Background: an optimization exercise with open tools, aiming at small area. Do not read the settings as production practice.
RTL that was checked went through simulation tests only; none was proved equivalent to the original.
The flow treats the clock pin as an ideal source. Dropping or thinning the clock tree relies on that and would not hold on a real chip.
Power is estimated from default activity; no workload was simulated.

==> inputs of pepper <==
Design axi_master_top, start of the top module:
module axi_master_top (
    input  wire        ACLK,
    input  wire        ARESETN,
    input  wire        start_i,
    output wire [8:0]  M_AXI_AWADDR,
    output wire        M_AXI_AWVALID,
    input  wire        M_AXI_AWREADY,
    output wire [31:0] M_AXI_WDATA,
    output wire        M_AXI_WLAST,
    output wire        M_AXI_WVALID,
    input  wire        M_AXI_WREADY,
    input  wire [1:0]  M_AXI_BRESP,
    input  wire        M_AXI_BVALID,
    output wire        M_AXI_BREADY,
    output wire [8:0]  M_AXI_ARADDR,
    output wire        M_AXI_ARVALID,
    input  wire        M_AXI_ARREADY,
    input  wire [31:0] M_AXI_RDATA,
    input  wire [1:0]  M_AXI_RRESP,
    input  wire        M_AXI_RLAST,
    input  wire        M_AXI_RVALID,
    output wire        M_AXI_RREADY,
    output wire        ERROR
);
==> module axi_master, before the edit <==
module axi_master (
    input  wire        ACLK,
    input  wire        ARESETN,
    input  wire        start_i,
    output wire [2:0]  awaddr,
    output reg         awvalid,
    input  wire        AWREADY,
    output wire [3:0]  wdata,
    output wire        wlast,
    output reg         wvalid,
    input  wire        WREADY,
    input  wire        BRESP1,
    input  wire        BVALID,
    output wire        bready,
    output reg  [2:0]  araddr,
    output reg         arvalid,
    input  wire        ARREADY,
    input  wire [31:0] RDATA,
    input  wire        RRESP1,
    input  wire        RLAST,
    input  wire        RVALID,
    output reg         error_reg
);
   wire rs = ARESETN & start_i;
   reg aresetn_r, aresetn_rr, aresetn_rrr;
   always @(posedge ACLK) begin
      aresetn_r   <= rs;
      aresetn_rr  <= aresetn_r;
      aresetn_rrr <= aresetn_rr;
   end
   assign bready = aresetn_r;
   reg [2:0] awaddr_r;
   reg [6:0] wcount;       
   reg [2:0] unread;
   reg [3:0] data_gen;
   reg       read_mismatch;
   assign awaddr = awaddr_r;
   assign wdata  = wcount[3:0];
   assign wlast  = &wcount[3:0];
   wire aw_hs = awvalid & AWREADY;
   wire wnext = wvalid & WREADY;
   wire b_hs  = aresetn_r & BVALID;
   wire ar_hs = arvalid & ARREADY;
   wire r_hs  = aresetn_r & RVALID;
   wire [2:0] aw_dist = awaddr_r - araddr;
   wire [2:0] w_dist  = wcount[6:4] - araddr;
   wire aw_throttle = aw_dist < unread;
   wire w_throttle  = w_dist < unread;
   wire ar_throttle = unread == 3'd0;
   always @(posedge ACLK) begin
      if (!aresetn_rrr)
        awvalid <= 1'b0;
      else if (!awvalid)
        awvalid <= !aw_throttle;
      else if (AWREADY && aw_throttle)
        awvalid <= 1'b0;
      if (!aresetn_rrr)
        wvalid <= 1'b0;
      else if (!wvalid)
        wvalid <= !w_throttle;
      else if (WREADY && wlast && w_throttle)
        wvalid <= 1'b0;
   end
   always @(posedge ACLK) begin
      if (!rs) begin
         awaddr_r      <= 3'd0;
         wcount        <= 7'd0;
         araddr        <= 3'd0;
         arvalid       <= 1'b0;
         unread        <= 3'd0;
         data_gen      <= 4'd0;
         read_mismatch <= 1'b0;
         error_reg     <= 1'b0;
      end else begin
         if (aw_hs)
           awaddr_r <= awaddr_r + 3'd1;
         if (wnext)
           wcount <= wcount + 7'd1;
         if (ar_hs) begin
            arvalid <= 1'b0;
            araddr  <= araddr + 3'd1;
         end else if (!ar_throttle)
           arvalid <= 1'b1;
         if (b_hs && !ar_hs)
           unread <= unread + 3'd1;
         else if (ar_hs && !b_hs)
           unread <= unread - 3'd1;
         if (r_hs)
           data_gen <= RLAST ? 4'd0 : data_gen + 4'd1;
         read_mismatch <= r_hs && (RDATA != {28'd0, data_gen});
         if (read_mismatch || (b_hs && BRESP1) || (r_hs && RRESP1))
           error_reg <= 1'b1;
      end
   end
endmodule
Settings: LEC_CHECK=0, CAP_MARGIN=20, CORE_MARGIN=2, CORE_UTILIZATION=40, PLACE_DENSITY=0.6, SLEW_MARGIN=20; clock period 5.0 ns.
standard.sh (not shown) runs the stock make flow with config.mk's settings and CLKGATE_MAP_FILE= SYNTH_SCRIPT=/design/flow/synth_recipe.tcl, a recipe that flattens the netlist after the stock synthesis.
==> flow/flow/run.sh <==
#!/bin/bash
# The standard layout (the standard.sh: standard synthesis, floorplan, place,
# CTS, route) with three changes to how the layout is made:
#  - constant outputs share the single tie cell synthesis gives them instead of
#    one tie cell per port (each with an unused second output);
#  - the port buffers are the smallest buffer, sky130_fd_sc_hd__buf_1 (repair
#    may still resize them);
#  - optional CTS arguments from flow/cts_args.txt.
set -euo pipefail
export SKIP_REPAIR_TIE_FANOUT=1
export BUFFER_PORTS_ARGS="-buffer_cell sky130_fd_sc_hd__buf_1"
if [[ -s flow/cts_args.txt ]]; then
  export CTS_ARGS="$(cat flow/cts_args.txt)"
fi
bash standard.sh finish > standard_flow.log 2>&1
==> flow/flow/cts_args.txt <==
-repair_clock_nets -buf_list sky130_fd_sc_hd__clkbuf_16 -dont_use_dummy_load
==> inputs of indigo, as changes to pepper <==
--- a/flow/design.v
+++ b/flow/design.v
@@ -32,5 +32,6 @@
    assign bready = aresetn_r;
    reg [2:0] awaddr_r;
-   reg [6:0] wcount;       
+   reg [3:0] wcount;       
+   reg [2:0] w_issue;
    reg [2:0] unread;
    reg [3:0] data_gen;
@@ -41,11 +42,11 @@
    wire aw_hs = awvalid & AWREADY;
    wire wnext = wvalid & WREADY;
-   wire b_hs  = aresetn_r & BVALID;
+   wire b_hs  = BVALID;
    wire ar_hs = arvalid & ARREADY;
-   wire r_hs  = aresetn_r & RVALID;
+   wire r_hs  = RVALID;
    wire [2:0] aw_dist = awaddr_r - araddr;
-   wire [2:0] w_dist  = wcount[6:4] - araddr;
    wire aw_throttle = aw_dist < unread;
-   wire w_throttle  = w_dist < unread;
+   wire [3:0] w_sum = w_issue + unread;
+   wire w_throttle  = w_sum[3];
    wire ar_throttle = unread == 3'd0;
    always @(posedge ACLK) begin
@@ -63,13 +64,15 @@
         wvalid <= 1'b0;
    end
+   always @(posedge ACLK)
+      read_mismatch <= r_hs && (RDATA != {28'd0, data_gen});
    always @(posedge ACLK) begin
       if (!rs) begin
          awaddr_r      <= 3'd0;
-         wcount        <= 7'd0;
+         wcount        <= 4'd0;
+         w_issue       <= 3'd0;
          araddr        <= 3'd0;
          arvalid       <= 1'b0;
          unread        <= 3'd0;
          data_gen      <= 4'd0;
-         read_mismatch <= 1'b0;
          error_reg     <= 1'b0;
       end else begin
@@ -77,5 +80,9 @@
            awaddr_r <= awaddr_r + 3'd1;
          if (wnext)
-           wcount <= wcount + 7'd1;
+           wcount <= wcount + 4'd1;
+         if (wnext && wlast && !b_hs)
+           w_issue <= w_issue + 3'd1;
+         else if (b_hs && !(wnext && wlast))
+           w_issue <= w_issue - 3'd1;
          if (ar_hs) begin
             arvalid <= 1'b0;
@@ -88,6 +95,5 @@
            unread <= unread - 3'd1;
          if (r_hs)
-           data_gen <= RLAST ? 4'd0 : data_gen + 4'd1;
-         read_mismatch <= r_hs && (RDATA != {28'd0, data_gen});
+           data_gen <= data_gen + 4'd1;
          if (read_mismatch || (b_hs && BRESP1) || (r_hs && RRESP1))
            error_reg <= 1'b1;
==> flow/flow/run.sh (replaced) <==
#!/bin/bash
# The standard layout (standard.sh) with these changes to how it is made:
#  - synthesis: the standard synthesis script, but ABC maps with an area-only
#    script (flow/area.abc) and adders are left to ABC instead of being mapped
#    to half/full-adder cells first (ADDER_MAP_FILE empty);
#  - constant outputs share the single tie cell synthesis gives them instead of
#    one tie cell per port;
#  - the port buffers are the smallest buffer, sky130_fd_sc_hd__buf_1;
#  - CTS adds no dummy loads, and its tree is then collapsed into one clock
#    buffer (flow/one_clock_buffer.tcl), then routing and the rest run as usual.
# Each step's output goes to a log file of its own here; ORFS's own logs are
# under orfs/logs.
set -euo pipefail
W=$PWD
export SKIP_REPAIR_TIE_FANOUT=1
export BUFFER_PORTS_ARGS="-buffer_cell sky130_fd_sc_hd__buf_1"
export ADDER_MAP_FILE=
export MY_ABC_SCRIPT=$W/flow/area.abc
export FLOW_SYNTH_TCL=$W/synth_recipe.tcl
export CTS_ARGS="-repair_clock_nets -dont_use_dummy_load"
sed "s#SYNTH_SCRIPT=[^ ]*#SYNTH_SCRIPT=$W/flow/synth.tcl#" standard.sh > standard_synth.sh
bash standard_synth.sh synth > synth.log 2>&1
bash standard.sh cts > place_cts.log 2>&1
R=$W/orfs/results/$FLOW_PLATFORM/axi_master_top/base
CTS_ODB=$R/4_1_cts.odb CLOCK_BUFFER_CELL=${CLOCK_BUFFER_CELL:-sky130_fd_sc_hd__buf_12} \
  openroad -no_init -exit flow/one_clock_buffer.tcl > one_clock_buffer.log 2>&1
cp $R/4_1_cts.odb $R/4_cts.odb
bash standard.sh finish > route_finish.log 2>&1
==> flow/flow/area.abc (new file) <==
&get -n
&st
&b
&dc2
&dch -f
&nf -a -p -k
&st
&st
&dc2
&b
&dch
&nf -a -p
&st
&put
rewrite -z
refactor -z
&get -n
&syn2
&fraig -x
&dch -f
&nf -a
&st
&put
resub -K 8
&get -n
&fraig -x
&dch -f
&nf -p -R 1000
&put
==> flow/flow/one_clock_buffer.tcl (new file) <==
# Collapse the clock tree CTS built (a root buffer driving leaf buffers) into
# a single buffer: the first leaf buffer is kept and driven by the clock port,
# the register clock pins of the other leaves are moved onto its output, the
# root and the other leaves are removed, the kept buffer is set to
# $::env(CLOCK_BUFFER_CELL) and placed at the centre of its sinks, and the
# placement is legalised again. All registers stay one buffer from the port.
read_db $::env(CTS_ODB)
set db [ord::get_db]
set block [ord::get_db_block]
set clknet [[$block findBTerm ACLK] getNet]
proc out_net {inst} {
  foreach it [$inst getITerms] {
    if {[$it isOutputSignal]} { return [$it getNet] }
  }
  return ""
}
set roots [$clknet getITerms]
if {[llength $roots] != 1} {
  puts "one_clock_buffer: the clock port drives [llength $roots] pins; layout left as CTS made it"
  exit 0
}
set root [[lindex $roots 0] getInst]
set rootnet [out_net $root]
set leaves {}
foreach it [$rootnet getITerms] {
  set inst [$it getInst]
  if {$inst == $root} { continue }
  if {![string match "sky130_fd_sc_hd__clkbuf_*" [[$inst getMaster] getName]]} {
    puts "one_clock_buffer: the root buffer drives [$inst getName]; layout left as CTS made it"
    exit 0
  }
  lappend leaves $inst
}
if {[llength $leaves] < 1} {
  puts "one_clock_buffer: no leaf buffers; layout left as CTS made it"
  exit 0
}
set keep [lindex $leaves 0]
set keepnet [out_net $keep]
foreach inst [lrange $leaves 1 end] {
  set leafnet [out_net $inst]
  foreach st [$leafnet getITerms] {
    if {[$st getInst] == $inst} { continue }
    $st disconnect
    $st connect $keepnet
  }
  puts "one_clock_buffer: removed [$inst getName]"
  odb::dbInst_destroy $inst
  odb::dbNet_destroy $leafnet
}
set keepin [$keep findITerm A]
$keepin disconnect
puts "one_clock_buffer: removed [$root getName]"
odb::dbInst_destroy $root
odb::dbNet_destroy $rootnet
$keepin connect $clknet
$keep swapMaster [$db findMaster $::env(CLOCK_BUFFER_CELL)]
set n 0; set sx 0; set sy 0
foreach it [$keepnet getITerms] {
  set inst [$it getInst]
  if {$inst == $keep} { continue }
  set bb [$inst getBBox]
  incr n; incr sx [expr {([$bb xMin] + [$bb xMax]) / 2}]; incr sy [expr {([$bb yMin] + [$bb yMax]) / 2}]
}
puts "one_clock_buffer: [$keep getName] ($::env(CLOCK_BUFFER_CELL)) drives $n clock pins"
$keep setLocation [expr {$sx / $n}] [expr {$sy / $n}]
$keep setPlacementStatus PLACED
detailed_placement
check_placement
write_db $::env(CTS_ODB)
==> flow/flow/synth.tcl (new file) <==
# The standard synthesis (synth_recipe.tcl) with one change: ABC maps the
# logic with flow/area.abc, an area-only script, instead of ORFS's speed script.
# Registers are untouched (ABC maps only the combinational logic).
proc abc {args} {
  set i [lsearch -exact $args -script]
  if {$i >= 0} { lset args [expr {$i + 1}] $::env(MY_ABC_SCRIPT) }
  yosys abc {*}$args
}
source $::env(FLOW_SYNTH_TCL)
removed: flow/flow/cts_args.txt
==> qor summary <==
quantity	pepper	indigo
Area after DPL	1690 sq um	1450 sq um
Placement Rows	24	22
Final period utilization	45.5%	39.9%
TAP cells	52	48
Most Used Layer, Global Route	met2	met1
Total stage count of the critical path	8	5
First-pass GRT wire length	5140 um	4230 um
Clk power	0.177 mW	0.0886 mW
Average wire per cell in the routed design	10.9 um	10.8 um
Register share of total power	50.4%	63.1%
Clock buf count	3	1
Run status	no timing/DRC/antenna violations	no timing/DRC/antenna violations
Fraction of power spent switching nets	23.8%	25.3%
Starting DRC count in detailed routing	31	52
Basic-gate share of the synthesized area counting and, or, nand and nor cells	16.7%	16.3%
Cell Int Power	0.351 mW	0.279 mW
Final hold slack	0.328 ns	0.338 ns
Aggregate routed wire length	2950 um	2640 um
Maximum fanout count along the critical path	4	15
Capture point of the worst path	u_master.unread[2]$_SDFFE_PN0P_	u_master.unread[0]$_SDFFE_PN0P_
Function not checked in pepper: the RTL went through the layout flow alone.

## port drivers added, routing unchanged
The results above use ideal ports. As a check the final layouts listed here were re-extracted and re-timed, cells and wires unchanged.
Step 1 (the two cells are an assumption about what drives the block):
set clk [get_ports {ACLK}]
set_driving_cell -lib_cell sky130_fd_sc_hd__clkbuf_16 $clk
set_driving_cell -lib_cell sky130_fd_sc_hd__buf_2 [delete_from_list [all_inputs] $clk]
Step 2 also shifts input and output timing later by t, the mid clock arrival at the registers, as if the neighbouring blocks saw the same clock.
Slacks: ideal ports / drivers / drivers and shift; pairs: ideal ports / drivers.
| run | t, ns | setup slack, ns | worst hold slack (ns) | worst slew at a driven data input, ns |
|---|---|---|---|---|
| pepper | 0.285 | 2.725 / 2.702 / 2.448 | 0.328 / 0.328 / 0.328 | 0.03 |
| indigo | 0.171 | 3.003 / 3.017 / 2.846 | 0.338 / 0.338 / 0.338 | 0.04 |
After both steps every run listed still meets setup and hold. For pepper, which loses most, drivers alone change the setup slack by -0.023 ns; drivers and shift together by -0.277 ns.
